Source: an optimization exercise on an open RTL-to-GDS flow (aim: small area). Production flows keep margins and buffers that such runs may drop.
Only simulation tests tie the RTL to the original design; equivalence was not proved.
The clock port is modelled as an ideal driver; clocking choices that lean on that would not hold on a real chip.
No activity file was given, so power comes from the tool's default toggle rates.

==> flow/design.v <==
module core#(
    parameter ADR_MSB = 15,
    parameter DAT_MSB = 15
)(
    input       wire            clk,
    input       wire            rst,
    input       wire            m_wait,
    input       wire[7:0]       m_idata,
    output      wire[7:0]       m_odata,
    output      wire[ADR_MSB:0] m_addr,
    output      wire            m_cs,
    output      wire            m_we
);
reg [15:0] dr;       
reg [15:0] ac;       
reg [15:0] ix;       
reg [15:0] lr;       
reg [15:0] pc;       
reg [5:0]  ir;       
reg        cf;       
reg st_m, st_a, st_b;
wire s_fetch  = st_b & ~st_m;
wire s_decode = st_a & ~st_b & ~st_m;
wire s_post   = st_m & ~st_b;
wire s_mem    = st_m & st_b;
wire s_hi     = st_a;
wire t        = st_a;                
wire is_ldi  = ~ir[4] & ~ir[3];      
wire is_st   = ir[4];                
wire w       = ir[2];
wire op_ld   = ~ir[5] & ~ir[4];      
wire op_alu  = ir[5] & ~ir[4] & ~ir[3];
wire op_mvx  = ir[5] & ~ir[4] &  ir[3];
wire op_jmp  = ir[5] &  ir[4] & ~ir[3];
wire op_jpc  = ir[5] &  ir[4] &  ir[3];
wire mem_op  = ~ir[5];
wire sel_pc  = ~st_m | is_ldi;
assign m_cs   = st_b;
assign m_we   = st_m & is_st;
assign m_addr = sel_pc ? pc : { ix[15:1], ix[0] | s_hi };
wire [15:0] st_src = ir[3] ? lr : ac;
assign m_odata = s_hi ? st_src[15:8] : st_src[7:0];
wire [2:0] s = ir[2:0];
wire [3:0] k;                        
assign k[0] = (s == 3'd3);                                   
assign k[1] = (s == 3'd1) | (s[1:0] == 2'd2) | (s == 3'd5);  
assign k[2] = (s == 3'd0) | (s[1:0] == 2'd2) | (s == 3'd5);  
assign k[3] = ~s[2] & ~(s[1] & ~s[0]) | (s[2] & ~s[1]);      
wire arith = ~s[2] & s[1];
wire sub   = arith & s[0];
wire ror   = &s;
wire ph1 = s_decode & op_alu;
wire ph2 = s_post & op_alu;
wire [7:0] a = ac[7:0];
wire [7:0] d = dr[7:0];
wire [8:0] nb = { 1'b0, st_m ? cf : ac[8], a[7:1] };    
wire [8:0] c;
wire [7:0] f, res;
assign c[0] = arith & (st_m ? t : s[0]);
genvar i;
generate
    for (i = 0; i < 8; i = i + 1) begin : g_alu
        assign f[i] = k[{a[i], d[i]}];
        assign c[i+1] = f[i] ? c[i] : (a[i] & arith);
        assign res[i] = f[i] ^ (c[i] | (ror & nb[i]));
    end
endgenerate
wire t_next = ror ? a[0] : c[8];
always @(posedge clk) begin
    if (rst) begin
        st_m <= (s_decode & ~mem_op) | (s_mem & ~st_a);
        st_a <= 1'b0;
        st_b <= 1'b0;
    end else if (s_mem) begin
        st_m <= m_wait | ~st_a;
        st_a <= st_a ? m_wait : (~m_wait & w);
        st_b <= m_wait | (~st_a & w);
    end else if (s_fetch) begin
        st_m <= 1'b0;
        st_a <= ~m_wait;
        st_b <= m_wait;
    end else if (s_decode) begin
        st_m <= 1'b1;
        st_a <= ~mem_op & t_next;
        st_b <= mem_op;
    end else begin                   
        st_m <= 1'b0;
        st_a <= 1'b0;
        st_b <= 1'b1;
    end
end
always @(posedge clk) begin
    if (s_fetch)
        ir <= m_idata[7:2];
end
wire ld_step = s_mem & op_ld & ~m_wait;
wire ld_last = s_post & op_ld;
wire alu_ph  = ph1 | ph2;
wire dr_hold = ~(ld_step | ld_last | alu_ph);
always @(posedge clk) begin
    if (~dr_hold)
        dr[7:0] <= dr[15:8];
    dr[15:8] <= ({8{alu_ph}} & dr[7:0]) | ({8{ld_step}} & m_idata) | ({8{dr_hold}} & dr[15:8]);
end
always @(posedge clk) begin
    if (s_decode & op_mvx)
        ix <= dr;
    if (s_decode & op_jmp & ir[0])
        lr <= pc;
end
wire zf = ~|ac;
wire take = op_jmp | (op_jpc & (ir[2] ? cf : zf));
wire ld_pc = s_decode & take;
wire inc = st_b & sel_pc & ~m_wait;
wire [16:0] pcc;
wire [15:0] pci;
assign pcc[0] = inc;
generate
    for (i = 0; i < 16; i = i + 1) begin : g_pc
        assign pci[i] = pc[i] ^ pcc[i];
        assign pcc[i+1] = pc[i] & pcc[i];
    end
endgenerate
always @(posedge clk) begin
    if (rst)
        pc <= 16'h0000;
    else if (ld_pc)
        pc <= dr;
    else
        pc <= pci;
end
always @(posedge clk) begin
    if (alu_ph) begin
        ac[7:0]  <= ac[15:8];
        ac[15:8] <= res;
    end
end
wire cf_keep = ~ph2 | (s == 3'd0);
always @(posedge clk)
    cf <= (cf_keep & cf) | (ph2 & arith & (c[8] ^ s[0])) | (ph2 & ror & t);
endmodule
==> flow/flow/run.sh <==
#!/bin/bash
# Own layout flow: the standard ORFS flow (standard.sh), with
#  - an area-oriented ABC script for the combinational logic (the registers
#    are mapped exactly as in the standard synthesis; abc does not touch them),
#  - minimum-size buffers on the ports,
#  - a one-level clock tree: the clock port drives a few clock buffers, each
#    driving the clock pins of one group of nearby registers (own_cts.tcl,
#    run just before TritonCTS, which then leaves the clock net alone),
#  - no large buffers for the resizer's repairs (the platform's dont-use
#    list plus buf_4 and up).
set -euo pipefail
DONT_USE="sky130_fd_sc_hd__probe_p_8 sky130_fd_sc_hd__probec_p_8 sky130_fd_sc_hd__lpflow_bleeder_1 sky130_fd_sc_hd__lpflow_clkbufkapwr_1 sky130_fd_sc_hd__lpflow_clkbufkapwr_16 sky130_fd_sc_hd__lpflow_clkbufkapwr_2 sky130_fd_sc_hd__lpflow_clkbufkapwr_4 sky130_fd_sc_hd__lpflow_clkbufkapwr_8 sky130_fd_sc_hd__lpflow_clkinvkapwr_1 sky130_fd_sc_hd__lpflow_clkinvkapwr_16 sky130_fd_sc_hd__lpflow_clkinvkapwr_2 sky130_fd_sc_hd__lpflow_clkinvkapwr_4 sky130_fd_sc_hd__lpflow_clkinvkapwr_8 sky130_fd_sc_hd__lpflow_decapkapwr_12 sky130_fd_sc_hd__lpflow_decapkapwr_3 sky130_fd_sc_hd__lpflow_decapkapwr_4 sky130_fd_sc_hd__lpflow_decapkapwr_6 sky130_fd_sc_hd__lpflow_decapkapwr_8 sky130_fd_sc_hd__lpflow_inputiso0n_1 sky130_fd_sc_hd__lpflow_inputiso0p_1 sky130_fd_sc_hd__lpflow_inputiso1n_1 sky130_fd_sc_hd__lpflow_inputiso1p_1 sky130_fd_sc_hd__lpflow_inputisolatch_1 sky130_fd_sc_hd__lpflow_isobufsrc_1 sky130_fd_sc_hd__lpflow_isobufsrc_16 sky130_fd_sc_hd__lpflow_isobufsrc_2 sky130_fd_sc_hd__lpflow_isobufsrc_4 sky130_fd_sc_hd__lpflow_isobufsrc_8 sky130_fd_sc_hd__lpflow_isobufsrckapwr_16 sky130_fd_sc_hd__lpflow_lsbuf_lh_hl_isowell_tap_1 sky130_fd_sc_hd__lpflow_lsbuf_lh_hl_isowell_tap_2 sky130_fd_sc_hd__lpflow_lsbuf_lh_hl_isowell_tap_4 sky130_fd_sc_hd__lpflow_lsbuf_lh_isowell_4 sky130_fd_sc_hd__lpflow_lsbuf_lh_isowell_tap_1 sky130_fd_sc_hd__lpflow_lsbuf_lh_isowell_tap_2 sky130_fd_sc_hd__lpflow_lsbuf_lh_isowell_tap_4 sky130_fd_sc_hd__buf_4 sky130_fd_sc_hd__buf_6 sky130_fd_sc_hd__buf_8 sky130_fd_sc_hd__buf_12 sky130_fd_sc_hd__buf_16 sky130_fd_sc_hd__bufinv_16 sky130_fd_sc_hd__bufbuf_16 sky130_fd_sc_hd__bufbuf_8"
HERE=$(pwd)
cat > "$HERE/flow/own_synth.tcl" <<EOT
proc abc {args} {
  set i [lsearch \$args -script]
  set args [lreplace \$args [expr {\$i+1}] [expr {\$i+1}] $HERE/flow/area.abc]
  yosys abc {*}\$args
}
source $HERE/synth_recipe.tcl
EOT
export OWN_NCLK=4
export OWN_CLKBUF=sky130_fd_sc_hd__clkbuf_8
bash standard.sh SYNTH_SCRIPT="$HERE/flow/own_synth.tcl" \
  BUFFER_PORTS_ARGS="-buffer_cell sky130_fd_sc_hd__buf_1" \
  DONT_USE_CELLS="$DONT_USE" \
  PRE_CTS_TCL="$HERE/flow/own_cts.tcl" \
  CTS_ARGS="-sink_clustering_enable -repair_clock_nets -buf_list sky130_fd_sc_hd__clkbuf_16 -dont_use_dummy_load" \
  finish > "$HERE/flow_make.log" 2>&1
==> flow/flow/area.abc <==
strash
dc2
dch -f
amap
strash
dc2
dch
amap
strash
dch
amap
topo
==> flow/flow/own_cts.tcl <==
# Clock tree: the clock port drives NCLK clock buffers, each driving the
# clock pins of one group of registers (grouped by placement, k-means).
set nclk [expr {[info exists ::env(OWN_NCLK)] ? $::env(OWN_NCLK) : 3}]
set bufcell [expr {[info exists ::env(OWN_CLKBUF)] ? $::env(OWN_CLKBUF) : "sky130_fd_sc_hd__clkbuf_16"}]
set block [ord::get_db_block]
set net [$block findNet clk]
set sinks {}
foreach it [$net getITerms] {
  set inst [$it getInst]
  set bb [$inst getBBox]
  set x [expr {([$bb xMin] + [$bb xMax]) / 2.0}]
  set y [expr {([$bb yMin] + [$bb yMax]) / 2.0}]
  lappend sinks [list [$inst getName] [[$it getMTerm] getName] $x $y]
}
# k-means, seeded along x
set sorted [lsort -real -index 2 $sinks]
set n [llength $sorted]
set cent {}
for {set k 0} {$k < $nclk} {incr k} {
  set s [lindex $sorted [expr {int(($k + 0.5) * $n / $nclk)}]]
  lappend cent [list [lindex $s 2] [lindex $s 3]]
}
for {set iter 0} {$iter < 50} {incr iter} {
  set groups {}
  for {set k 0} {$k < $nclk} {incr k} { lappend groups {} }
  foreach s $sinks {
    set best 0; set bd 1e30
    for {set k 0} {$k < $nclk} {incr k} {
      set c [lindex $cent $k]
      set d [expr {abs([lindex $s 2] - [lindex $c 0]) + abs([lindex $s 3] - [lindex $c 1])}]
      if {$d < $bd} { set bd $d; set best $k }
    }
    lset groups $best [concat [lindex $groups $best] [list $s]]
  }
  set cent {}
  foreach g $groups {
    set sx 0; set sy 0
    foreach s $g { set sx [expr {$sx + [lindex $s 2]}]; set sy [expr {$sy + [lindex $s 3]}] }
    set m [llength $g]
    if {$m == 0} { set m 1 }
    lappend cent [list [expr {$sx / $m}] [expr {$sy / $m}]]
  }
}
set dbu [$block getDbUnitsPerMicron]
for {set k 0} {$k < $nclk} {incr k} {
  set g [lindex $groups $k]
  if {[llength $g] == 0} continue
  set pins {}
  foreach s $g { lappend pins [get_pins "[lindex $s 0]/[lindex $s 1]"] }
  set c [lindex $cent $k]
  set lx [expr {[lindex $c 0] / $dbu}]
  set ly [expr {[lindex $c 1] / $dbu}]
  puts "clock group $k: [llength $g] sinks, buffer at $lx $ly"
  insert_buffer -buffer_cell $bufcell -net clk -load_pins $pins -location [list $lx $ly] -buffer_name clkbuf_g$k -net_name clknet_g$k
}
==> flow/flow/own_synth.tcl <==
proc abc {args} {
  set i [lsearch $args -script]
  set args [lreplace $args [expr {$i+1}] [expr {$i+1}] /design/flow/flow/area.abc]
  yosys abc {*}$args
}
source /design/flow/synth_recipe.tcl
==> flow/standard.sh <==
#!/bin/bash
# synth_recipe.tcl (not shown) runs the flow's synth.tcl, then flattens the netlist and writes it again
# the make line also repeats each setting of config.mk as NAME=value (left out here)
make -C /OpenROAD-flow-scripts/flow DESIGN_CONFIG=/design/flow/config.mk WORK_HOME=/design/flow/orfs CLKGATE_MAP_FILE= SYNTH_SCRIPT=/design/flow/synth_recipe.tcl "${@:-finish}"
==> flow/config.mk <==
export PLATFORM = sky130hd
export DESIGN_NAME = core
export DESIGN_NICKNAME = core
export VERILOG_FILES = /design/flow/design.v
export SDC_FILE = /design/flow/constraint.sdc
export NUM_CORES = 4
export LEC_CHECK = 0
export ABC_AREA = 1
export CAP_MARGIN = 20
export CORE_MARGIN = 2
export CORE_UTILIZATION = 70
export SETUP_SLACK_MARGIN = 0.1
export SLEW_MARGIN = 20
==> flow/constraint.sdc <==
create_clock -name core_clock -period 5.0 [get_ports {clk}]
set_input_delay 1.0000 -clock core_clock [delete_from_list [all_inputs] [get_ports {clk}]]
set_output_delay 1.0000 -clock core_clock [all_outputs]
set_load 0.01 [all_outputs]
==> results of run 1 <==
[worst max path at each step]
stage,startpoint,end,slack [ps],depth (start not counted)
final,ir[2],cf,370,24
after CTS,ir[0],cf,200,24
after global placement,ir[0],cf,340,24
after global routing,ir[0],cf,-10,25
after floorplan,ir[3],pc[15],450,21
after detailed placement,ir[0],cf,220,24
[worst max-delay path, delay by kind of cell (launching register included)]
family	cells	cell delay [ps]
buffers and inverters	1	50
AND/OR/NAND/NOR	10	1140
flip-flops	1	540
AO/OA/AOI/OAI	13	2790
[through the flow]
| stage | total power [mW] | util | std cells | TNS (ps) | hold slack (ps) |
|---|---|---|---|---|---|
| global placement | 1.20 | 0.772 | 468 | 0 | 442 |
| detailed placement | 1.22 | 0.772 | 468 | 0 | 449 |
| finish | 2.14 | 0.863 | 493 | 0 | 460 |
| floorplan | 1.11 | - | 347 | 0 | 416 |
| global route | 2.19 | 0.863 | 493 | -11.5 | 475 |
| CTS | 2.11 | 0.853 | 487 | 0 | 461 |
[cell type report, without the clock buffers]
class,instances,share of cell area
Inverter,36,0.0286
Sequential cell,90,0.513
Multi-Input combinational cell,221,0.304
Tap cell,72,0.0191
Timing Repair Buffer,55,0.0445
[cell families (layout without fill, tap and decap cells)]
kind of cell | Yosys count | after routing | synth area share
compound gates | 138 | 138 | 0.229
fa+ha+maj | 15 | 15 | 0.0477
buf+inv | 36 | 110 | 0.0344
flops | 90 | 90 | 0.616
simple gates | 68 | 68 | 0.0735
[flip-flops by register name, indices dropped and copies added, names as in the netlist]
name	cells
ir	6
cf	1
lr	16
st_a	1
dr	16
ac	16
ix	16
pc	16
st_b	1
st_m	1
[placed cells by master (no fill, tap or decap), types with 2 or more instances in the layout]
cell,n
nor3_2,2
a222oi_1,2
o21a_1,2
a21oi_1,23
buf_1,52
o221ai_1,8
or4_1,2
edfxtp_1,62
dfxtp_1,28
nand3_1,2
a211oi_2,2
o21ai_1,2
nor2_1,31
o22a_1,15
nand2_1,17
clkbuf_8,4
a221oi_1,4
o21ai_0,26
clkbuf_16,15
nand2b_1,2
nor3_1,5
a22oi_1,10
buf_2,3
a31oi_1,4
nor2_2,3
clkinv_1,35
o22ai_1,32
ha_1,15
[per-layer routing]
layer / up-vias / wire [um] / global-route usage
met5: - / 0 / 0
met4: 0 / 692 / 0.184
met3: 93 / 1230 / 0.0932
met2: 319 / 5470 / 0.636
met1: 1641 / 4150 / 0.481
li1: 1510 / - / -
[where the power goes]
group | switching [mW] | leakage [nW] | internal [mW] | total, mW
logic | 0.205 | 0.627 | 0.102 | 0.308
registers | 0.0582 | 0.772 | 0.873 | 0.932
clock network | 0.304 | 0.214 | 0.594 | 0.897
total | 0.567 | 1.61 | 1.57 | 2.14
[what timing repair did]
| item | CTS | global route |
|---|---|---|
| resized for setup | 2 | 9 |
| pin swaps | 0 | 5 |
| endpoints found under the setup margin | 1 | 3 |
| buffers inserted | 0 | 6 |
| endpoints found under the hold margin | 0 | 0 |
==> summary.txt, run 1 <==
setup ws final -> 370 ps
number of library cell types mapped by synthesis -> 29
cell area after layout -> 4720 um2
HP Class -> reg -> reg
vias in the first global route -> 3,419
final max-slew violation count -> 0
placed cell areas -> 4220 um2
WL final -> 11,600 um
pre-CTS WS -> 221 ps
worst hold stages -> 0
Tmin final -> 4630 ps
Ports -> 37
dominant cells by area after synthesis -> edfxtp_1 (47%), dfxtp_1 (14%), o22ai_1 (5.1%)
hold buffers post-CTS -> 0
die area -> 6240 um2
share of cells above drive strength 1 -> 0.0808
Worst VDD drop -> 0.000404 V
Worst Setup Start Kind -> flip-flop
top cell type's share of synthesized area -> 0.473
Worst Tran Pin Value -> 1030 ps
area grow syn2layout -> 20.1%
origin of the critical flop-to-flop path -> ir[2]
GRT Util Overall -> 0.386
Routed Antenna Nets -> 0
Die W -> 79.0 um
TritonRoute pass-1 iters -> 6
Storage cell area -> 2420 um2
Post-route DRC -> 0
initial antenna violation count -> 0
Seq cells post-synth -> 90
endpoint class of the critical path -> flip-flop
Final Hold Viols -> 0
global-route wire length before repair -> 17,700 um
Ant. Diodes -> 0
HPWL Detailed -> 7300 um
Leakage -> 1.61 nW
Rows -> 27
initial drt markers -> 560
Worst EP required -> 5540 ps
Register-to-Register Path Depth -> 24
post-DR wirelength/cell -> 23.4 um
worst path arrival time -> 5170 ps
top cell type by total area after synthesis -> edfxtp_1
port bufs -> 36
Hold Path Sink -> dr[6]
fmax -> 0.216 GHz
Avg Cell Area, Syn -> 11.3 um2
synthesized area -> 3930 um2
number of max-cap violations -> 0
pin count of the biggest net entering global routing -> 20
HP Start -> dr[14]
Yosys warnings -> 1
clock skew -> 12.3 ps
CP max FO -> 7
crit share post-route -> 0.926
run status -> no timing/DRC/antenna violations
worst skew pair latency -> 630 ps
Post-Syn Nets -> 373
Rel. slew slack -> 0.313
CTS tree -> done
synthesized instance count -> 347
sequential area share after synthesis -> 0.616
Post-synth EDFFs -> 62
Async SR Flop Fraction -> 0
CP Cell Sequence -> nor2_2, nor2_1, o22ai_1, nor2_2, a31oi_4, nor2_1, a222oi_1, nor2_1, a211oi_2, nor2_1, clkinv_1, o221ai_1, nand2_1, o221ai_1, a222oi_1, nor2_1, a211oi_2, nor2_1, a311oi_2, nor2_1, a31o_1, a211oi_1, a21oi_1, o22ai_1
total core area -> 5470 um2
Top cell by count, worst path -> nor2_1
Power Dens Cells -> 452 nW/um2
Commonest cells post-synth -> edfxtp_1 (62), clkinv_1 (36), nor2_1 (34)
multi-input logic area -> 1440 um2
Die Y -> 79.0 um
kind of critical path -> reg -> reg
starting density of the core -> 0.719
Remaining Overflow, GRT -> 0
CP max-delay cell -> edfxtp_1
Primary FF master, synth -> edfxtp_1
fill cell total of the finished layout -> 280
Vias/cell -> 7.23
via count -> 3,563
Reg2Reg Capture Point -> cf
nets@finish -> 449
top-count cell post-synth -> edfxtp_1
worst stage delay on the critical path -> 540 ps
Reg clk slew, reported paths -> 50 ps
gp weighted congestion -> 1.01
Final setup viols -> 0
R2R setup slack -> 370 ps
==> run 2: changes to the inputs <==
--- a/flow/flow/run.sh
+++ b/flow/flow/run.sh
@@ -22,3 +22,3 @@
 export OWN_NCLK=4
-export OWN_CLKBUF=sky130_fd_sc_hd__clkbuf_8
+export OWN_CLKBUF=sky130_fd_sc_hd__buf_12
 bash standard.sh SYNTH_SCRIPT="$HERE/flow/own_synth.tcl" \
@@ -27,3 +27,3 @@
   PRE_CTS_TCL="$HERE/flow/own_cts.tcl" \
-  CTS_ARGS="-sink_clustering_enable -repair_clock_nets -buf_list sky130_fd_sc_hd__clkbuf_16 -dont_use_dummy_load" \
+  CTS_ARGS="-sink_clustering_enable -repair_clock_nets -buf_list $OWN_CLKBUF -dont_use_dummy_load" \
   finish > "$HERE/flow_make.log" 2>&1
==> summary.txt, run 2 <==
run status -> no timing/DRC/antenna violations
number of max-cap violations -> 0
Worst Tran Pin Value -> 1030 ps
global-route wire length before repair -> 15,800 um
HPWL Detailed -> 7300 um
post-DR wirelength/cell -> 21.1 um
final max-slew violation count -> 0
Final Hold Viols -> 0
Die Y -> 79.0 um
Power Dens Cells -> 350 nW/um2
Hold Slack -> 469 ps
synthesized area -> 3930 um2
Routed Antenna Nets -> 0
Ports -> 37
Commonest cells post-synth -> edfxtp_1 (62), clkinv_1 (36), nor2_1 (34)
clock skew -> 17.4 ps
area grow syn2layout -> 10.7%
number of library cell types mapped by synthesis -> 29
top cell type's share of synthesized area -> 0.473
Async SR Flop Fraction -> 0
Ant. Diodes -> 0
vias in the first global route -> 3,089
share of cells above drive strength 1 -> 0.0322
Final setup viols -> 0
via count -> 3,264
Die W -> 79.0 um
Worst VDD drop -> 0.000410 V
most common cell after layout, fill and taps aside -> edfxtp_1
Post-route DRC -> 0
WL final -> 10,100 um
dominant cells by area after synthesis -> edfxtp_1 (47%), dfxtp_1 (14%), o22ai_1 (5.1%)
top-count cell post-synth -> edfxtp_1
Primary FF master, synth -> edfxtp_1
fmax -> 0.219 GHz
nets@finish -> 432
total core area -> 5470 um2
RSZ-0062 raised after global routing -> no
initial antenna violation count -> 0
Leakage -> 1.43 nW
commonest cells after routing, fill and taps aside -> edfxtp_1 (62), buf_1 (51), clkinv_1 (36)
GRT Util Overall -> 0.326
HP Class -> reg -> reg
port bufs -> 36
Seq cells post-synth -> 90
Tmin final -> 4570 ps
Post-Syn Nets -> 373
Worst Setup Start Kind -> flip-flop
endpoint class of the critical path -> flip-flop
worst skew pair latency -> 130 ps
CP max FO -> 8
kind of critical path -> reg -> reg
starting density of the core -> 0.719
Post-synth EDFFs -> 62
worst path arrival time -> 4610 ps
sequential area share after synthesis -> 0.616
die area -> 6240 um2
top cell type by total area after synthesis -> edfxtp_1
pin count of the biggest net entering global routing -> 28
gp weighted congestion -> 1.01
Remaining Overflow, GRT -> 0
Worst EP required -> 5050 ps
Rel. slew slack -> 0.310
crit share post-route -> 0.913
Total Negative Setup Slacks -> 0 ps
synthesized instance count -> 347
Yosys warnings -> 1
Design Power -> 1.52 mW
Reg clk slew, reported paths -> 80 ps
Rows -> 27
Vias/cell -> 6.86
initial drt markers -> 344
Avg Cell Area, Syn -> 11.3 um2
TritonRoute pass-1 iters -> 5
[run 2: changes by cell type in the layout (fill, tap and decap cells not counted), sizes merged]
| cell | change |
|---|---|
| clkbuf | -19 |
| buf | +2 |
| clkinv | +1 |
| inv | -1 |
[run 2: path summary, 6_finish.rpt]
| kind | slack (ps) | to | startpoint | cells after the start |
|---|---|---|---|---|
| max | 430 | cf | st_m | 21 |
| min | 470 | ix[14] | dr[14] | 0 |
| max reg2reg | 430 | cf | st_m | 21 |
| min reg2reg | 470 | ix[14] | dr[14] | 0 |
[run 2: routing by layer]
metal | vias up | wire (um) | GRT usage
met5 | - | 0 | 0
met4 | 0 | 299 | 0.0914
met3 | 29 | 764 | 0.0261
met2 | 185 | 4980 | 0.559
met1 | 1577 | 4020 | 0.452
li1 | 1473 | - | -
[run 2: power breakdown]
part / switching, mW / internal, mW
Combinational: 0.191 / 0.100
Sequential: 0.0541 / 0.872
Clock: 0.175 / 0.130
[run 2: area by class of cell, without the clock buffers]
| cell class | instances | area (um2) |
|---|---|---|
| well taps | 72 | 90.1 |
| multi-input cells | 221 | 1420 |
| flip-flops and latches | 90 | 2420 |
| repair buffers | 53 | 201 |
| inverters | 36 | 135 |
| fillers | 351 | 1120 |
[run 2: worst max-delay path: stages, from the launching register on]
cell and delay, ps:
dfxtp_1 510, clkinv_1 260, nor2_1 310, o31ai_1 200
a222oi_1 450, nor2_1 130, a211oi_2 200, nor2_1 100
clkinv_1 50, o221ai_1 120, nand2_1 110, o221ai_1 170
a222oi_1 400, nor2_1 120, a211oi_2 200, nor2_1 120
a311oi_2 290, nor2_1 100, a31o_1 230, a211oi_1 230
a21oi_1 60, o22ai_1 140
[run 2: cells by family after synthesis]
logic type	count (synthesis)	share of synthesized area
simple gates	68	0.0735
compound gates	138	0.229
fa+ha+maj	15	0.0477
buf+inv	36	0.0344
flops	90	0.616
[run 2: per-stage QoR]
| step | util | instance area (um2) | worst slack [ps] | instances |
|---|---|---|---|---|
| finish | 0.795 | 4350 | 433 | 476 |
| CTS | 0.786 | 4300 | 206 | 472 |
| global placement | 0.772 | 4220 | 336 | 468 |
| detailed placement | 0.772 | 4220 | 221 | 468 |
| global route | 0.795 | 4350 | 11.0 | 476 |
| floorplan | - | 3930 | 454 | 347 |
[run 2: repair_timing]
action / 4_1_cts / 5_1_grt
setup buffers: 0 / 4
setup endpoints to repair: 0 / 3
hold buffers: 0 / 0
gates resized for setup: 0 / 5
==> run 3: changes to the inputs <==
--- a/flow/config.mk
+++ b/flow/config.mk
@@ -10,3 +10,3 @@
 export CORE_MARGIN = 2
-export CORE_UTILIZATION = 70
+export CORE_UTILIZATION = 75
 export SETUP_SLACK_MARGIN = 0.1
==> summary.txt, run 3 <==
HP Class -> reg -> reg
share of cells above drive strength 1 -> 0.0349
Register-to-Register Path Depth -> 21
Leakage -> 1.43 nW
Total Negative Setup Slacks -> 0 ps
Die Y -> 76.4 um
initial antenna violation count -> 0
Seq cells post-synth -> 90
pin count of the biggest net entering global routing -> 35
CP max FO -> 8
Power Dens Cells -> 352 nW/um2
Worst Setup Start Kind -> flip-flop
nets@finish -> 429
Seq pwr share -> 0.610
dominant cells by area after synthesis -> edfxtp_1 (47%), dfxtp_1 (14%), o22ai_1 (5.1%)
port bufs -> 36
vias in the first global route -> 3,164
Rows -> 26
top cell type's share of synthesized area -> 0.473
HP Start -> dr[12]
worst skew pair latency -> 150 ps
total core area -> 5070 um2
synthesized area -> 3930 um2
CP max-delay cell -> dfxtp_1
Hold Slack -> 463 ps
number of library cell types mapped by synthesis -> 29
Primary FF master, synth -> edfxtp_1
worst stage delay on the critical path -> 490 ps
number of max-cap violations -> 0
top cell type by total area after synthesis -> edfxtp_1
switching part of the total -> 0.278
fmax -> 0.213 GHz
Async SR Flop Fraction -> 0
worst path arrival time -> 4780 ps
Post-synth EDFFs -> 62
kind of critical path -> reg -> reg
most common cell after layout, fill and taps aside -> edfxtp_1
Die W -> 76.4 um
CP Cell Sequence -> clkinv_1, nor2_1, o31ai_1, a222oi_1, nor2_1, a211oi_2, nor2_1, clkinv_1, o221ai_1, nand2_1, o221ai_1, a222oi_1, nor2_1, a211oi_2, nor2_1, a311oi_1, nor2_1, a31o_1, a211oi_1, a21oi_1, o22ai_1
Clock Power Share -> 0.197
Comb power frac -> 0.193
commonest cells after routing, fill and taps aside -> edfxtp_1 (62), buf_1 (48), clkinv_1 (36)
clock skew -> 47.9 ps
Worst VDD drop -> 0.000385 V
TritonRoute pass-1 iters -> 5
endpoint class of the critical path -> flip-flop
origin of the critical flop-to-flop path -> st_m
initial drt markers -> 318
Commonest cells post-synth -> edfxtp_1 (62), clkinv_1 (36), nor2_1 (34)
Worst Tran Pin Value -> 992 ps
RSZ-0062 raised after global routing -> no
Post-route DRC -> 0
Final setup viols -> 0
multi-input logic area -> 1420 um2
Rel. slew slack -> 0.339
worst hold stages -> 0
sequential area share after synthesis -> 0.616
gp weighted congestion -> 0.961
Hold Path Sink -> dr[4]
Top cell by count, worst path -> nor2_1
HPWL Detailed -> 7490 um
R2R setup slack -> 300 ps
fill cell total of the finished layout -> 290
die area -> 5840 um2
via count -> 3,326
Avg Cell Area, Syn -> 11.3 um2
crit share post-route -> 0.940
Reg2Reg Capture Point -> cf
Storage cell area -> 2420 um2
global-route wire length before repair -> 16,600 um
run status -> no timing/DRC/antenna violations
starting density of the core -> 0.775
Ports -> 37
area grow syn2layout -> 10.3%
Ant. Diodes -> 0
final max-slew violation count -> 0
Remaining Overflow, GRT -> 0
synthesized instance count -> 347
top-count cell post-synth -> edfxtp_1
Power Internal -> 1.10 mW
Tmin final -> 4700 ps
Worst EP required -> 5070 ps
net switching power -> 0.424 mW
post-DR wirelength/cell -> 22.3 um
Vias/cell -> 7.06
Final Hold Viols -> 0
Reg clk slew, reported paths -> 120 ps
Post-Syn Nets -> 373
GRT Util Overall -> 0.359
Routed Antenna Nets -> 0
Yosys warnings -> 1
WL final -> 10,500 um
[run 3: cell counts after synthesis]
Identical to the previous run, type by type.
[run 3: repair_timing]
action / in CTS / in global routing
gates resized for setup: 1 / 5
setup buffers: 1 / 2
setup endpoints to repair: 1 / 2
hold buffers: 0 / 0
pin swaps: 1 / 2
[run 3: how the worst max path moves through the flow]
stage / startpoint / endpoint / slack [ps] / cells past startpoint
2_1_floorplan: ir[3] / pc[15] / 450 / 21
3_3_place_gp: ir[0] / cf / 240 / 24
3_5_place_dp: ir[0] / cf / 80 / 24
4_1_cts: ir[0] / cf / 180 / 24
5_1_grt: ir[1] / cf / 80 / 24
6_report: st_m / cf / 300 / 21
[run 3: final cells by class, without the clock buffers]
class,count,share of cell area
inverter,36,0.0312
sequential,90,0.558
tap,70,0.0202
multi-input combinational,221,0.328
timing repair buffer,50,0.0438
[run 3: power by group through the flow]
stage	clock [mW]	sequential [mW]	combinational, mW
after floorplan	0	0.927	0.185
after detailed placement	0	0.944	0.274
after global placement	0	0.939	0.263
final	0.300	0.931	0.294
after global routing	0.320	0.937	0.321
after CTS	0.235	0.944	0.279
[run 3: per-layer routing]
metal,wire length (um),global-route usage
met5,0,0
met3,1080,0.0332
met1,3790,0.481
met4,350,0.0909
met2,5270,0.636
[run 3: kinds of logic after synthesis]
logic type                 after synthesis  share of synthesized area
DFF                                     90                      0.616
AOI/OAI and AO/OA                      138                      0.229
buffers and inverters                   36                     0.0344
and+or+nand+nor                         68                     0.0735
adders and majority gates               15                     0.0477
[run 3: metrics by stage]
| step | worst slack, ps | cells | util | cell area [um2] | power (mW) |
|---|---|---|---|---|---|
| 3_3_place_gp | 238 | 464 | 0.830 | 4210 | 1.20 |
| 5_1_grt | 78.6 | 471 | 0.855 | 4340 | 1.58 |
| 3_5_place_dp | 84.6 | 464 | 0.830 | 4210 | 1.22 |
| 2_1_floorplan | 454 | 347 | - | 3930 | 1.11 |
| 6_report | 299 | 471 | 0.855 | 4340 | 1.53 |
| 4_1_cts | 180 | 469 | 0.847 | 4300 | 1.46 |
[run 3: worst max-delay path, delay by kind of cell, from the launching register on]
family	cells	cell delay, ps
DFF	1	490
and+or+nand+nor	7	990
buffers and inverters	2	330
AOI/OAI and AO/OA	12	2840
==> run 4: changes to the inputs <==
--- a/flow/config.mk
+++ b/flow/config.mk
@@ -10,4 +10,3 @@
 export CORE_MARGIN = 2
-export CORE_UTILIZATION = 75
-export SETUP_SLACK_MARGIN = 0.1
+export CORE_UTILIZATION = 70
 export SLEW_MARGIN = 20
==> summary.txt, run 4 <==
Post-synth EDFFs -> 62
Post-Synth Adder-Cell Area -> 0.0477
port bufs -> 36
worst hold stages -> 0
run status -> no timing/DRC/antenna violations
worst skew pair latency -> 130 ps
vias in the first global route -> 3,089
Met2 Routed Length -> 4960 um
WL final -> 10,000 um
origin of the critical flop-to-flop path -> st_m
DR top layer -> met4
WL met3 -> 809 um
Worst Setup Start Kind -> flip-flop
CP bufs+invs -> 2
pre-CTS WS -> 221 ps
sequential area share after synthesis -> 0.616
Rel. slew slack -> 0.311
top cell type by total area after synthesis -> edfxtp_1
Post-Syn Nets -> 373
R2R setup slack -> 400 ps
kind of critical path -> reg -> reg
TritonRoute pass-1 iters -> 5
net switching power -> 0.418 mW
post-DR wirelength/cell -> 21.1 um
cell area after layout -> 4350 um2
synthesized instance count -> 347
CP max-delay cell -> dfxtp_1
Avg Cell Area, Syn -> 11.3 um2
Yosys warnings -> 1
Reg clk slew, reported paths -> 80 ps
HP Start -> dr[14]
most common cell after layout, fill and taps aside -> edfxtp_1
Die W -> 79.0 um
dominant cells by area after synthesis -> edfxtp_1 (47%), dfxtp_1 (14%), o22ai_1 (5.1%)
Power Dens Cells -> 350 nW/um2
top-count cell post-synth -> edfxtp_1
endpoint class of the critical path -> flip-flop
final max-slew violation count -> 0
fmax -> 0.218 GHz
Simple-Gate Fraction of Synth Area -> 0.0735
Worst VDD drop -> 0.000410 V
Final setup viols -> 0
Comb power frac -> 0.191
Primary FF master, synth -> edfxtp_1
switching part of the total -> 0.275
Die Y -> 79.0 um
initial drt markers -> 376
number of max-cap violations -> 0
Tmin final -> 4600 ps
Seq pwr share -> 0.609
Reg2Reg Capture Point -> cf
setup ws final -> 404 ps
Hold Path Sink -> ix[14]
die area -> 6240 um2
HPWL Detailed -> 7300 um
commonest cells after routing, fill and taps aside -> edfxtp_1 (62), buf_1 (51), clkinv_1 (36)
Routed Antenna Nets -> 0
Remaining Overflow, GRT -> 0
placed cell areas -> 4220 um2
clock skew -> 16.8 ps
Seq cells post-synth -> 90
total core area -> 5470 um2
Total Negative Setup Slacks -> 0 ps
Rows -> 27
top cell type's share of synthesized area -> 0.473
Async SR Flop Fraction -> 0
Final Hold Viols -> 0
pin count of the biggest net entering global routing -> 28
number of library cell types mapped by synthesis -> 29
global-route wire length before repair -> 15,800 um
worst path arrival time -> 4640 ps
HP Class -> reg -> reg
CP max FO -> 8
Clock Power Share -> 0.199
gp weighted congestion -> 1.01
nets@finish -> 431
met1 WL -> 3970 um
synthesized area -> 3930 um2
Top cell by count, worst path -> nor2_1
largest family of logic cells by synthesized area -> compound AO/OA/AOI/OAI gates
Commonest cells post-synth -> edfxtp_1 (62), clkinv_1 (36), nor2_1 (34)
worst stage delay on the critical path -> 510 ps
via count -> 3,266
area grow syn2layout -> 10.5%
Ports -> 37
crit share post-route -> 0.919
Register-to-Register Path Depth -> 21
share of cells above drive strength 1 -> 0.0298
Synth Area in Compound Gates -> 0.229
Post-route DRC -> 0
Worst EP required -> 5050 ps
CP Cell Sequence -> clkinv_1, nor2_1, o31ai_1, a222oi_1, nor2_1, a211oi_2, nor2_1, clkinv_1, o221ai_1, nand2_1, o221ai_1, a222oi_1, nor2_1, a211oi_2, nor2_1, a311oi_2, nor2_1, a31o_1, a211oi_1, a21oi_1, o22ai_1
multiplexer area fraction after synthesis -> 0
delay-heaviest family, CP -> compound AO/OA/AOI/OAI gates
starting density of the core -> 0.719
Leakage -> 1.43 nW
Ant. Diodes -> 0
Worst Tran Pin Value -> 1030 ps
initial antenna violation count -> 0
Power Internal -> 1.10 mW
Design Power -> 1.52 mW
GRT Util Overall -> 0.326
fraction of synthesized cell area in xor and xnor cells -> 0
Vias/cell -> 6.88
hold buffers post-CTS -> 0
-- run 4: worst max path at each step --
stage	startpoint	end	slack (ps)	cells past startpoint
6_report	st_m	cf	400	21
5_1_grt	ir[0]	cf	-90	24
4_1_cts	ir[0]	cf	210	24
3_5_place_dp	ir[0]	cf	220	24
3_3_place_gp	ir[0]	cf	340	24
2_1_floorplan	ir[3]	pc[15]	450	21
-- run 4: area by class of cell, without the clock buffers --
type,instances,area (um2)
Sequential cell,90,2420
Multi-Input combinational cell,221,1420
Fill cell,353,1120
Timing Repair Buffer,52,196
Inverter,36,135
Tap cell,72,90.1
-- run 4: worst register-to-register path, stage by stage, from the launching register on --
cell	delay [ps]
dfxtp_1	510
clkinv_1	260
nor2_1	320
o31ai_1	190
a222oi_1	450
nor2_1	130
a211oi_2	200
nor2_1	100
clkinv_1	50
o221ai_1	120
nand2_1	110
o221ai_1	170
a222oi_1	400
nor2_1	120
a211oi_2	250
nor2_1	120
a311oi_2	290
nor2_1	100
a31o_1	230
a211oi_1	230
a21oi_1	60
o22ai_1	130
-- run 4: per-layer routing --
metal / vias to the layer above / GRT usage
li1: 1474 / -
met4: 0 / 0.0914
met5: - / 0
met3: 29 / 0.0261
met2: 192 / 0.559
met1: 1571 / 0.452
-- run 4: through the flow --
stage | instances | hold slack, ps | util
after floorplan | 347 | 416 | -
after global placement | 468 | 442 | 0.772
after detailed placement | 468 | 449 | 0.772
after CTS | 472 | 449 | 0.786
after global routing | 475 | 488 | 0.794
final | 475 | 468 | 0.794
-- run 4: cell families after synthesis --
family / Yosys count
simple gates: 68
flops: 90
compound gates: 138
buf+inv: 36
fa+ha+maj: 15
-- run 4: what timing repair did --
item / CTS / global route
gates resized for setup: 0 / 5
setup buffers: 0 / 3
setup endpoints to repair: 0 / 3
-- run 4: power by group through the flow --
stage               sequential [mW]  clock (mW)  combinational, mW
floorplan                     0.927           0              0.185
global placement              0.936           0              0.268
detailed placement            0.940           0              0.275
CTS                           0.941       0.236              0.277
global route                  0.931       0.325              0.316
finish                        0.926       0.303              0.291
==> run 5: changes to the inputs <==
--- a/flow/config.mk
+++ b/flow/config.mk
@@ -11,2 +11,3 @@
 export CORE_UTILIZATION = 70
+export SETUP_SLACK_MARGIN = 0.1
 export SLEW_MARGIN = 20
removed: flow/flow/own_synth.tcl
==> summary.txt, run 5 <==
run status -> no timing/DRC/antenna violations
area grow syn2layout -> 10.7%
Rows -> 27
Worst VDD drop -> 0.000410 V
gp weighted congestion -> 1.01
Die W -> 79.0 um
Clock Power Share -> 0.200
fill cell total of the finished layout -> 351
crit share post-route -> 0.913
WL final -> 10,100 um
Register-to-Register Path Depth -> 21
global-route wire length before repair -> 15,800 um
worst skew pair latency -> 130 ps
post-DR wirelength/cell -> 21.1 um
kind of critical path -> reg -> reg
nets@finish -> 432
number of library cell types mapped by synthesis -> 29
Power Dens Cells -> 350 nW/um2
Vias/cell -> 6.86
Die Y -> 79.0 um
Ports -> 37
Reg clk slew, reported paths -> 80 ps
worst setup path startpoint -> st_m
switching part of the total -> 0.276
multi-input logic area -> 1420 um2
worst path arrival time -> 4610 ps
GRT Util Overall -> 0.326
final max-slew violation count -> 0
clock skew -> 17.4 ps
net switching power -> 0.420 mW
pin count of the biggest net entering global routing -> 28
Final Hold Viols -> 0
Yosys warnings -> 1
top cell type by total area after synthesis -> edfxtp_1
setup ws final -> 433 ps
share of cells above drive strength 1 -> 0.0322
die area -> 6240 um2
placed cell areas -> 4220 um2
starting density of the core -> 0.719
Routed Antenna Nets -> 0
Ant. Diodes -> 0
total core area -> 5470 um2
Leakage -> 1.43 nW
cell area after layout -> 4350 um2
Post-synth EDFFs -> 62
Hold Slack -> 469 ps
synthesized area -> 3930 um2
most common cell after layout, fill and taps aside -> edfxtp_1
fmax -> 0.219 GHz
via count -> 3,264
Seq cells post-synth -> 90
Reg2Reg Capture Point -> cf
initial drt markers -> 344
commonest cells after routing, fill and taps aside -> edfxtp_1 (62), buf_1 (51), clkinv_1 (36)
R2R setup slack -> 430 ps
port bufs -> 36
RSZ-0062 raised after global routing -> no
Worst Setup Start Kind -> flip-flop
Avg Cell Area, Syn -> 11.3 um2
Total Negative Setup Slacks -> 0 ps
Setup crit end -> cf
top cell type's share of synthesized area -> 0.473
sequential area share after synthesis -> 0.616
HP Class -> reg -> reg
HPWL Detailed -> 7300 um
Worst EP required -> 5050 ps
CP max FO -> 8
top-count cell post-synth -> edfxtp_1
pre-CTS WS -> 221 ps
Post-Syn Nets -> 373
Final setup viols -> 0
Power Internal -> 1.10 mW
Storage cell area -> 2420 um2
number of max-cap violations -> 0
Post-route DRC -> 0
Design Power -> 1.52 mW
synthesized instance count -> 347
Seq pwr share -> 0.608
Comb power frac -> 0.191
Remaining Overflow, GRT -> 0
Rel. slew slack -> 0.310
Tmin final -> 4570 ps
Commonest cells post-synth -> edfxtp_1 (62), clkinv_1 (36), nor2_1 (34)
Worst Tran Pin Value -> 1030 ps
TritonRoute pass-1 iters -> 5
Async SR Flop Fraction -> 0
endpoint class of the critical path -> flip-flop
origin of the critical flop-to-flop path -> st_m
vias in the first global route -> 3,089
Primary FF master, synth -> edfxtp_1
initial antenna violation count -> 0
dominant cells by area after synthesis -> edfxtp_1 (47%), dfxtp_1 (14%), o22ai_1 (5.1%)
-- run 5: cell counts after synthesis --
Identical to the previous run, type by type.
-- run 5: per-stage QoR --
| step | std cells | utilization |
|---|---|---|
| 2_1_floorplan | 347 | - |
| 3_3_place_gp | 468 | 0.772 |
| 3_5_place_dp | 468 | 0.772 |
| 4_1_cts | 472 | 0.786 |
| 5_1_grt | 476 | 0.795 |
| 6_report | 476 | 0.795 |
-- run 5: how the worst min path moves through the flow --
stage	from	to	slack [ps]	cells after the start
3_5_place_dp	dr[14]	ix[14]	450	0
3_3_place_gp	pc[15]	lr[15]	440	0
6_report	dr[14]	ix[14]	470	0
2_1_floorplan	pc[15]	lr[15]	420	0
4_1_cts	dr[14]	ix[14]	450	0
5_1_grt	pc[15]	lr[15]	490	0
-- run 5: cell families after synthesis --
family	share of synthesized area
AO/OA/AOI/OAI	0.229
flip-flops	0.616
AND/OR/NAND/NOR	0.0735
buffers and inverters	0.0344
adder cells (fa/ha/maj)	0.0477
-- run 5: area by class of cell, without the clock buffers --
class,instances,area share
flip-flops and latches,90,0.556
well taps,72,0.0207
repair buffers,53,0.0463
inverters,36,0.0310
multi-input cells,221,0.327
-- run 5: power by group through the flow --
| stage | clock [mW] | sequential, mW | combinational, mW |
|---|---|---|---|
| 3_5_place_dp | 0 | 0.940 | 0.275 |
| 2_1_floorplan | 0 | 0.927 | 0.185 |
| 6_report | 0.305 | 0.926 | 0.291 |
| 5_1_grt | 0.325 | 0.931 | 0.317 |
| 4_1_cts | 0.236 | 0.941 | 0.277 |
| 3_3_place_gp | 0 | 0.936 | 0.268 |
-- run 5: metal layers --
metal,wire [um],track usage
met5,0,0
met4,299,0.0914
met3,764,0.0261
met2,4980,0.559
met1,4020,0.452
-- run 5: worst max-delay path, stage by stage, from the launching register on --
cell	delay, ps
dfxtp_1	510
clkinv_1	260
nor2_1	310
o31ai_1	200
a222oi_1	450
nor2_1	130
a211oi_2	200
nor2_1	100
clkinv_1	50
o221ai_1	120
nand2_1	110
o221ai_1	170
a222oi_1	400
nor2_1	120
a211oi_2	200
nor2_1	120
a311oi_2	290
nor2_1	100
a31o_1	230
a211oi_1	230
a21oi_1	60
o22ai_1	140
-- run 5: repair_timing --
item                                    in CTS  in global routing
resized for setup                            0                  5
hold buffers                                 0                  0
endpoints found under the setup margin       0                  3
buffers inserted                             0                  4
==> run 6: changes to the inputs <==
--- a/flow/flow/own_cts.tcl
+++ b/flow/flow/own_cts.tcl
@@ -1,3 +1,4 @@
 # Clock tree: the clock port drives NCLK clock buffers, each driving the
-# clock pins of one group of registers (grouped by placement, k-means).
+# clock pins of one group of registers (grouped by placement with a k-means
+# whose groups hold at most ceil(registers / NCLK) registers each).
 set nclk [expr {[info exists ::env(OWN_NCLK)] ? $::env(OWN_NCLK) : 3}]
@@ -22,13 +23,26 @@
 }
-for {set iter 0} {$iter < 50} {incr iter} {
-  set groups {}
-  for {set k 0} {$k < $nclk} {incr k} { lappend groups {} }
+# balanced k-means: each group takes at most ceil(n / nclk) sinks
+set cap [expr {($n + $nclk - 1) / $nclk}]
+for {set iter 0} {$iter < 30} {incr iter} {
+  set pairs {}
+  set si 0
   foreach s $sinks {
-    set best 0; set bd 1e30
     for {set k 0} {$k < $nclk} {incr k} {
       set c [lindex $cent $k]
-      set d [expr {abs([lindex $s 2] - [lindex $c 0]) + abs([lindex $s 3] - [lindex $c 1])}]
-      if {$d < $bd} { set bd $d; set best $k }
+      lappend pairs [list [expr {abs([lindex $s 2] - [lindex $c 0]) + abs([lindex $s 3] - [lindex $c 1])}] $si $k]
     }
-    lset groups $best [concat [lindex $groups $best] [list $s]]
+    incr si
+  }
+  set pairs [lsort -real -index 0 $pairs]
+  set done {}
+  set groups {}
+  set cnt {}
+  for {set k 0} {$k < $nclk} {incr k} { lappend groups {}; lappend cnt 0 }
+  foreach p $pairs {
+    set si [lindex $p 1]; set k [lindex $p 2]
+    if {[dict exists $done $si]} continue
+    if {[lindex $cnt $k] >= $cap} continue
+    dict set done $si 1
+    lset cnt $k [expr {[lindex $cnt $k] + 1}]
+    lset groups $k [concat [lindex $groups $k] [list [lindex $sinks $si]]]
   }
==> flow/flow/own_synth.tcl (new file) <==
proc abc {args} {
  set i [lsearch $args -script]
  set args [lreplace $args [expr {$i+1}] [expr {$i+1}] /design/flow/flow/area.abc]
  yosys abc {*}$args
}
source /design/flow/synth_recipe.tcl
==> summary.txt, run 6 <==
run status -> no timing/DRC/antenna violations
CP bufs+invs -> 2
Clock Power Share -> 0.204
port bufs -> 36
endpoint class of the critical path -> flip-flop
switching part of the total -> 0.279
Routed Antenna Nets -> 0
largest family of logic cells by synthesized area -> compound AO/OA/AOI/OAI gates
fraction of synthesized cell area in xor and xnor cells -> 0
Vias/cell -> 6.95
area grow syn2layout -> 10.5%
Seq cells post-synth -> 90
top cell type's share of synthesized area -> 0.473
Synth Area in Compound Gates -> 0.229
Top cell by count, worst path -> nor2_1
Worst VDD drop -> 0.000328 V
Worst EP required -> 5060 ps
HPWL Detailed -> 7300 um
hold buffers post-CTS -> 0
GRT Util Overall -> 0.331
Simple-Gate Fraction of Synth Area -> 0.0735
Comb power frac -> 0.191
initial antenna violation count -> 0
final core utilization -> 0.794
CP Cell Sequence -> clkinv_1, nor2_1, o31ai_1, a222oi_1, nor2_1, a211oi_2, nor2_1, clkinv_1, o221ai_1, nand2_1, o221ai_1, a222oi_1, nor2_1, a211oi_2, nor2_1, a311oi_2, nor2_1, a31o_1, a211oi_1, a21oi_1, o22ai_1
Rows -> 27
Die Y -> 79.0 um
Avg Cell Area, Syn -> 11.3 um2
commonest cells after routing, fill and taps aside -> edfxtp_1 (62), buf_1 (51), clkinv_1 (36)
initial drt markers -> 326
post-DR wirelength/cell -> 21.3 um
Design Power -> 1.53 mW
crit share post-route -> 0.914
multiplexer area fraction after synthesis -> 0
Worst Tran Pin Value -> 1080 ps
most common cell after layout, fill and taps aside -> edfxtp_1
worst path arrival time -> 4630 ps
Hold Slack -> 468 ps
placed cell areas -> 4220 um2
HP Class -> reg -> reg
WL final -> 10,100 um
Tmin final -> 4570 ps
via count -> 3,300
Crit path depth -> 21
number of max-cap violations -> 0
Final setup viols -> 0
fmax -> 0.219 GHz
clock skew -> 11.0 ps
Yosys warnings -> 1
Register-to-Register Path Depth -> 21
Worst Setup Start Kind -> flip-flop
Die W -> 79.0 um
dominant cells by area after synthesis -> edfxtp_1 (47%), dfxtp_1 (14%), o22ai_1 (5.1%)
Post-synth EDFFs -> 62
Leakage -> 1.43 nW
Post-route DRC -> 0
CP max-delay cell -> dfxtp_1
Post-Syn Nets -> 373
Ports -> 37
final max-slew violation count -> 0
worst hold stages -> 0
global-route wire length before repair -> 16,000 um
delay-heaviest family, CP -> compound AO/OA/AOI/OAI gates
Post-Synth Adder-Cell Area -> 0.0477
die area -> 6240 um2
pin count of the biggest net entering global routing -> 24
kind of critical path -> reg -> reg
sequential area share after synthesis -> 0.616
top cell type by total area after synthesis -> edfxtp_1
Async SR Flop Fraction -> 0
Final Hold Viols -> 0
net switching power -> 0.427 mW
synthesized instance count -> 347
nets@finish -> 431
vias in the first global route -> 3,134
Seq pwr share -> 0.605
Commonest cells post-synth -> edfxtp_1 (62), clkinv_1 (36), nor2_1 (34)
top-count cell post-synth -> edfxtp_1
Power Dens Cells -> 352 nW/um2
worst stage delay on the critical path -> 510 ps
CP max FO -> 8
Remaining Overflow, GRT -> 0
TritonRoute pass-1 iters -> 6
Power Internal -> 1.10 mW
synthesized area -> 3930 um2
Primary FF master, synth -> edfxtp_1
cell area after layout -> 4350 um2
total core area -> 5470 um2
Reg clk slew, reported paths -> 90 ps
gp weighted congestion -> 1.01
share of cells above drive strength 1 -> 0.0298
worst skew pair latency -> 130 ps
Ant. Diodes -> 0
Rel. slew slack -> 0.280
starting density of the core -> 0.719
number of library cell types mapped by synthesis -> 29
==> run 6: cell counts after synthesis <==
Identical to the previous run, type by type.
==> run 6: layout make-up, without the clock buffers <==
class,count,area [um2]
tap,72,90.1
multi-input combinational,221,1420
fill,345,1120
inverter,36,135
sequential,90,2420
timing repair buffer,52,196
==> run 6: worst paths after layout <==
| check | from | end | slack (ps) |
|---|---|---|---|
| min reg2reg | dr[14] | dr[6] | 470 |
| max reg2reg | st_m | cf | 430 |
| min | dr[14] | dr[6] | 470 |
| max | st_m | cf | 430 |
==> run 6: kinds of logic (layout without fill, tap and decap cells) <==
group	count (synthesis)	in the layout
compound gates	138	138
flops	90	90
simple gates	68	68
buf+inv	36	92
fa+ha+maj	15	15
==> run 6: stage by stage <==
step | setup TNS, ps | setup slack [ps] | cells
finish | 0 | 430 | 475
global route | -11.8 | -11.8 | 475
CTS | 0 | 206 | 472
detailed placement | 0 | 221 | 468
global placement | 0 | 336 | 468
floorplan | 0 | 454 | 347
==> run 6: per-layer routing <==
metal,up-vias,track usage,routed length (um)
met5,-,0,0
met4,0,0.112,369
met3,51,0.0318,870
met2,209,0.568,5000
met1,1566,0.446,3870
li1,1474,-,-
==> run 6: power by group through the flow <==
stage / sequential, mW / combinational (mW) / clock, mW
6_report: 0.925 / 0.292 / 0.313
3_3_place_gp: 0.936 / 0.268 / 0
3_5_place_dp: 0.940 / 0.275 / 0
4_1_cts: 0.941 / 0.278 / 0.236
2_1_floorplan: 0.927 / 0.185 / 0
5_1_grt: 0.932 / 0.317 / 0.331
==> run 6: what timing repair did <==
action,CTS,global route
endpoints found under the setup margin,0,3
resized for setup,0,5
setup buffers,0,3
==> run 7: changes to the inputs <==
--- a/flow/config.mk
+++ b/flow/config.mk
@@ -10,4 +10,3 @@
 export CORE_MARGIN = 2
-export CORE_UTILIZATION = 70
-export SETUP_SLACK_MARGIN = 0.1
+export CORE_UTILIZATION = 72
 export SLEW_MARGIN = 20
==> summary.txt, run 7 <==
run status -> no timing/DRC/antenna violations
HP Class -> reg -> reg
most common cell after layout, fill and taps aside -> edfxtp_1
gp weighted congestion -> 1.03
Tmin final -> 4700 ps
setup ws final -> 299 ps
Worst Tran Pin Value -> 1140 ps
top cell type by total area after synthesis -> edfxtp_1
final max-slew violation count -> 0
synthesized area -> 3930 um2
commonest cells after routing, fill and taps aside -> edfxtp_1 (62), buf_1 (50), clkinv_1 (36)
initial antenna violation count -> 0
Post-Syn Nets -> 373
R2R setup slack -> 300 ps
Rel. slew slack -> 0.241
global-route wire length before repair -> 16,400 um
number of max-cap violations -> 0
HPWL Detailed -> 7290 um
Post-route DRC -> 0
Final Hold Viols -> 0
top cell type's share of synthesized area -> 0.473
Die Y -> 77.9 um
clock skew -> 10.8 ps
top-count cell post-synth -> edfxtp_1
number of library cell types mapped by synthesis -> 29
dominant cells by area after synthesis -> edfxtp_1 (47%), dfxtp_1 (14%), o22ai_1 (5.1%)
worst skew pair latency -> 130 ps
Primary FF master, synth -> edfxtp_1
kind of critical path -> reg -> reg
vias in the first global route -> 3,208
Remaining Overflow, GRT -> 0
# placed instances -> 466
endpoint class of the critical path -> flip-flop
Post-synth EDFFs -> 62
total core area -> 5200 um2
pin count of the biggest net entering global routing -> 24
Commonest cells post-synth -> edfxtp_1 (62), clkinv_1 (36), nor2_1 (34)
TritonRoute pass-1 iters -> 5
Yosys warnings -> 1
post-route insts no fill -> 474
Worst Setup Start Kind -> flip-flop
area grow syn2layout -> 10.4%
initial drt markers -> 529
CP max FO -> 6
share of cells above drive strength 1 -> 0.0347
WL final -> 10,500 um
GRT Util Overall -> 0.346
Avg Cell Area, Syn -> 11.3 um2
Routed Antenna Nets -> 0
Seq cells post-synth -> 90
sequential area share after synthesis -> 0.616
Power Dens Cells -> 351 nW/um2
Ports -> 37
Leakage -> 1.43 nW
fmax -> 0.213 GHz
fill cell total of the finished layout -> 301
nets@finish -> 432
worst path arrival time -> 4720 ps
Async SR Flop Fraction -> 0
Rows -> 26
pre-CTS WS -> 128 ps
crit share post-route -> 0.940
hold buffers post-CTS -> 0
Ant. Diodes -> 0
Worst EP required -> 5010 ps
Power Internal -> 1.10 mW
port bufs -> 36
starting density of the core -> 0.756
Clock Power Share -> 0.198
Vias/cell -> 7.11
synthesized instance count -> 347
net switching power -> 0.421 mW
Seq pwr share -> 0.608
via count -> 3,370
die area -> 6070 um2
Reg clk slew, reported paths -> 80 ps
switching part of the total -> 0.276
Worst VDD drop -> 0.000336 V
Comb power frac -> 0.194
Final setup viols -> 0
Die W -> 77.9 um
post-DR wirelength/cell -> 22.1 um
## run 7: cell counts after synthesis
Identical to the previous run, type by type.
## run 7: worst paths after layout
path                from  endpoint  cells past startpoint
setup / recovery   ir[0]        cf                     25
hold reg to reg   dr[14]    ix[14]                      0
setup reg to reg   ir[0]        cf                     25
hold / removal    dr[14]    ix[14]                      0
## run 7: cells by family (layout without fill, tap and decap cells)
kind of cell | count (synthesis) | in the layout | share of synthesized area
fa+ha+maj | 15 | 15 | 0.0477
simple gates | 68 | 68 | 0.0735
buf+inv | 36 | 93 | 0.0344
flops | 90 | 90 | 0.616
compound gates | 138 | 138 | 0.229
## run 7: repair_timing
action,in CTS,in global routing
gates resized for setup,0,5
buffers inserted,0,4
endpoints found under the setup margin,0,2
## run 7: cell type report, without the clock buffers
cell class              count  area [um2]  area share
repair buffers             53         203      0.0467
multi-input cells         221        1420       0.326
well taps                  70        87.6      0.0202
inverters                  36         135      0.0311
flip-flops and latches     90        2420       0.558
## run 7: worst max-delay path, stage by stage (launching register included)
cell and delay, ps:
edfxtp_1 510, nand2_1 150, o21ai_1 160, a21oi_1 220
nand2_1 90, a31oi_2 270, nor2_1 70, a222oi_1 300
nor2_1 120, a211oi_2 200, nor2_1 90, clkinv_1 60
o221ai_1 120, nand2_1 110, o221ai_1 160, a222oi_1 450
nor2_1 120, a211oi_2 230, nor2_1 100, a311oi_2 280
nor2_1 100, a31o_1 240, nor2_1 160, a211oi_1 80
a21oi_1 130, o22ai_1 80
## run 7: per-layer routing
layer,track usage,part of all wire
met5,0,0
met1,0.471,0.36
met3,0.0372,0.11
met2,0.593,0.50
met4,0.102,0.035
## run 7: stage by stage
stage | hold WS, ps | utilization | TNS, ps | total power [mW] | cell area, um2
finish | 470 | 0.834 | 0 | 1.52 | 4340
global route | 485 | 0.834 | -24.1 | 1.58 | 4340
CTS | 447 | 0.826 | 0 | 1.46 | 4300
detailed placement | 449 | 0.811 | 0 | 1.21 | 4220
global placement | 439 | 0.811 | 0 | 1.20 | 4220
floorplan | 416 | - | 0 | 1.11 | 3930
## run 7: power by group through the flow
stage          Clock [mW]  Combinational, mW  Sequential (mW)
3_3_place_gp            0              0.265            0.937
5_1_grt             0.320              0.322            0.934
6_report            0.302              0.295            0.927
3_5_place_dp            0              0.274            0.940
2_1_floorplan           0              0.185            0.927
4_1_cts             0.236              0.280            0.941
==> run 8: changes to the inputs <==
--- a/flow/config.mk
+++ b/flow/config.mk
@@ -8,5 +8,5 @@
 export ABC_AREA = 1
-export CAP_MARGIN = 20
+export CAP_MARGIN = 0
 export CORE_MARGIN = 2
-export CORE_UTILIZATION = 72
-export SLEW_MARGIN = 20
+export CORE_UTILIZATION = 75
+export SLEW_MARGIN = 0
==> summary.txt, run 8 <==
dominant cells by area after synthesis -> edfxtp_1 (47%), dfxtp_1 (14%), o22ai_1 (5.1%)
Final Hold Viols -> 0
worst path arrival time -> 4870 ps
die area -> 5840 um2
worst skew pair latency -> 130 ps
GRT Util Overall -> 0.351
met2 Usage GRT -> 0.595
Routed Antenna Nets -> 0
number of max-cap violations -> 0
Vias/cell -> 7.16
origin of the critical flop-to-flop path -> st_m
pin count of the biggest net entering global routing -> 24
Leakage -> 1.42 nW
commonest cells after routing, fill and taps aside -> edfxtp_1 (62), buf_1 (47), clkinv_1 (36)
RSZ-0062 raised after global routing -> no
M3 GR Usage -> 0.0367
Worst Setup Start Kind -> flip-flop
Worst EP required -> 5050 ps
number of library cell types mapped by synthesis -> 29
top-count cell post-synth -> edfxtp_1
crit share post-route -> 0.964
Design Power -> 1.53 mW
Avg Cell Area, Syn -> 11.3 um2
Ports -> 37
Async SR Flop Fraction -> 0
total core area -> 5070 um2
synthesized instance count -> 347
WL final -> 10,400 um
Rows -> 26
Tmin final -> 4820 ps
fmax -> 0.207 GHz
HP Class -> reg -> reg
Die W -> 76.4 um
Seq cells post-synth -> 90
routing usage on met1 -> 0.468
Post-Syn Nets -> 373
initial antenna violation count -> 0
HP Start -> pc[15]
port bufs -> 36
most common cell after layout, fill and taps aside -> edfxtp_1
initial drt markers -> 291
Hold Path Sink -> lr[15]
Remaining Overflow, GRT -> 0
fill cell total of the finished layout -> 284
synthesized area -> 3930 um2
share of cells above drive strength 1 -> 0.0301
top cell type's share of synthesized area -> 0.473
Reg2Reg Capture Point -> cf
Yosys warnings -> 1
clock skew -> 10.1 ps
vias in the first global route -> 3,205
worst hold stages -> 0
post-DR wirelength/cell -> 22.2 um
global-route wire length before repair -> 16,300 um
final max-slew violation count -> 0
Primary FF master, synth -> edfxtp_1
Die Y -> 76.4 um
Post-route DRC -> 0
Total Negative Setup Slacks -> 0 ps
Post-synth EDFFs -> 62
TritonRoute pass-1 iters -> 4
Commonest cells post-synth -> edfxtp_1 (62), clkinv_1 (36), nor2_1 (34)
Ant. Diodes -> 0
Register-to-Register Path Depth -> 21
top cell type by total area after synthesis -> edfxtp_1
CP max FO -> 8
Worst VDD drop -> 0.000340 V
Worst Tran Pin Value -> 1200 ps
Rel. slew slack -> 0.197
Final setup viols -> 0
Reg clk slew, reported paths -> 90 ps
endpoint class of the critical path -> flip-flop
sequential area share after synthesis -> 0.616
area grow syn2layout -> 9.80%
gp weighted congestion -> 0.961
Power Dens Cells -> 353 nW/um2
run status -> no timing/DRC/antenna violations
via count -> 3,360
hold buffers post-CTS -> 0
HPWL Detailed -> 7490 um
starting density of the core -> 0.775
Top Usage Layer GRT -> met2
R2R setup slack -> 180 ps
kind of critical path -> reg -> reg
nets@finish -> 427
run 8: changes by cell type in the layout (fill, tap and decap cells not counted):
cell,previous run,this run
buf_2,3,1
a311oi_1,0,1
a21oi_1,24,23
buf_1,50,47
a311oi_2,1,0
a21oi_2,0,1
run 8: layout make-up, without the clock buffers:
class                      count  area (um2)  area share
inverter                      36         135      0.0313
sequential                    90        2420       0.561
tap                           70        87.6      0.0203
multi-input combinational    221        1410       0.327
timing repair buffer          48         181      0.0420
run 8: cells by family (layout without fill, tap and decap cells):
family                   Yosys count  count (layout)  synth area share
buffers and inverters             36              88            0.0344
adder cells (fa/ha/maj)           15              15            0.0477
AND/OR/NAND/NOR                   68              68            0.0735
AO/OA/AOI/OAI                    138             138             0.229
flip-flops                        90              90             0.616
run 8: worst max path at each step:
stage / from / to / slack, ps / depth (start not counted)
finish: st_m / cf / 180 / 21
global route: ir[0] / cf / 4 / 24
CTS: ir[0] / cf / 80 / 24
detailed placement: ir[0] / cf / 80 / 24
global placement: ir[0] / cf / 240 / 24
floorplan: ir[3] / pc[15] / 450 / 21
run 8: timing repair:
item	4_1_cts	5_1_grt
buffers inserted	0	1
setup endpoints to repair	0	2
gates resized for setup	0	5
run 8: report_power, final:
group	internal [mW]	switching, mW
combinational	0.0981	0.193
clock	0.130	0.172
sequential	0.873	0.0599
total	1.10	0.425
run 8: metal layers:
metal	part of all wire	vias to the layer above
li1	-	1472
met1	0.37	1597
met2	0.49	237
met3	0.089	54
met4	0.044	0
met5	0	-
run 8: per-stage QoR:
stage / area [um2] / util / setup slack (ps) / hold WS, ps / cells
floorplan: 3930 / - / 454 / 416 / 347
finish: 4320 / 0.851 / 179 / 471 / 469
global placement: 4210 / 0.830 / 238 / 422 / 464
global route: 4320 / 0.851 / 4.21 / 493 / 469
detailed placement: 4210 / 0.830 / 84.6 / 450 / 464
CTS: 4290 / 0.846 / 81.0 / 451 / 468
run 8: worst max-delay path, stage by stage, from the launching register on:
cell	delay, ps
dfxtp_1	540
clkinv_1	300
nor2_1	340
o31ai_1	200
a222oi_1	450
nor2_1	110
a211oi_2	220
nor2_1	100
clkinv_1	60
o221ai_1	110
nand2_1	110
o221ai_1	160
a222oi_1	460
nor2_1	140
a211oi_2	240
nor2_1	90
a311oi_1	320
nor2_1	110
a31o_1	220
a211oi_1	240
a21oi_1	60
o22ai_1	160

afterwards: timing with drivers on the ports:
The results above use ideal ports. As a check the final layouts listed here were re-extracted and re-timed, cells and wires unchanged.
Step 1 sets driving cells, clkbuf_16 on the clock port and buf_2 on the other inputs (assumed; they add their load-dependent delay and slew).
Step 2 also shifts input and output timing later by t, the mid clock arrival at the registers, as if the neighbouring blocks saw the same clock.
Slacks: ideal / step 1 / step 2; pairs: ideal / step 1.
| run | t, ns | slack for setup (ns) | worst setup path at the end | worst slew at a driven data input, ns |
|---|---|---|---|---|
| run 1 | 0.656 | 0.370 / 0.364 / 0.370 | register to register | 0.03 |
| run 2 | 0.210 | 0.433 / 0.433 / 0.433 | register to register | 0.04 |
| run 3 | 0.207 | 0.299 / 0.299 / 0.299 | register to register | 0.03 |
| run 4 | 0.210 | 0.404 / 0.404 / 0.404 | register to register | 0.04 |
| run 5 | 0.210 | 0.433 / 0.433 / 0.433 | register to register | 0.04 |
| run 6 | 0.212 | 0.430 / 0.430 / 0.426 | input to register | 0.03 |
| run 7 | 0.210 | 0.299 / 0.298 / 0.298 | register to register | 0.03 |
| run 8 | 0.206 | 0.179 / 0.179 / 0.179 | register to register | 0.03 |
After both steps setup and hold are still met in every run listed. The setup slack of run 6, which loses most, moves by 0.000 ns with the drivers and by -0.004 ns with both steps.
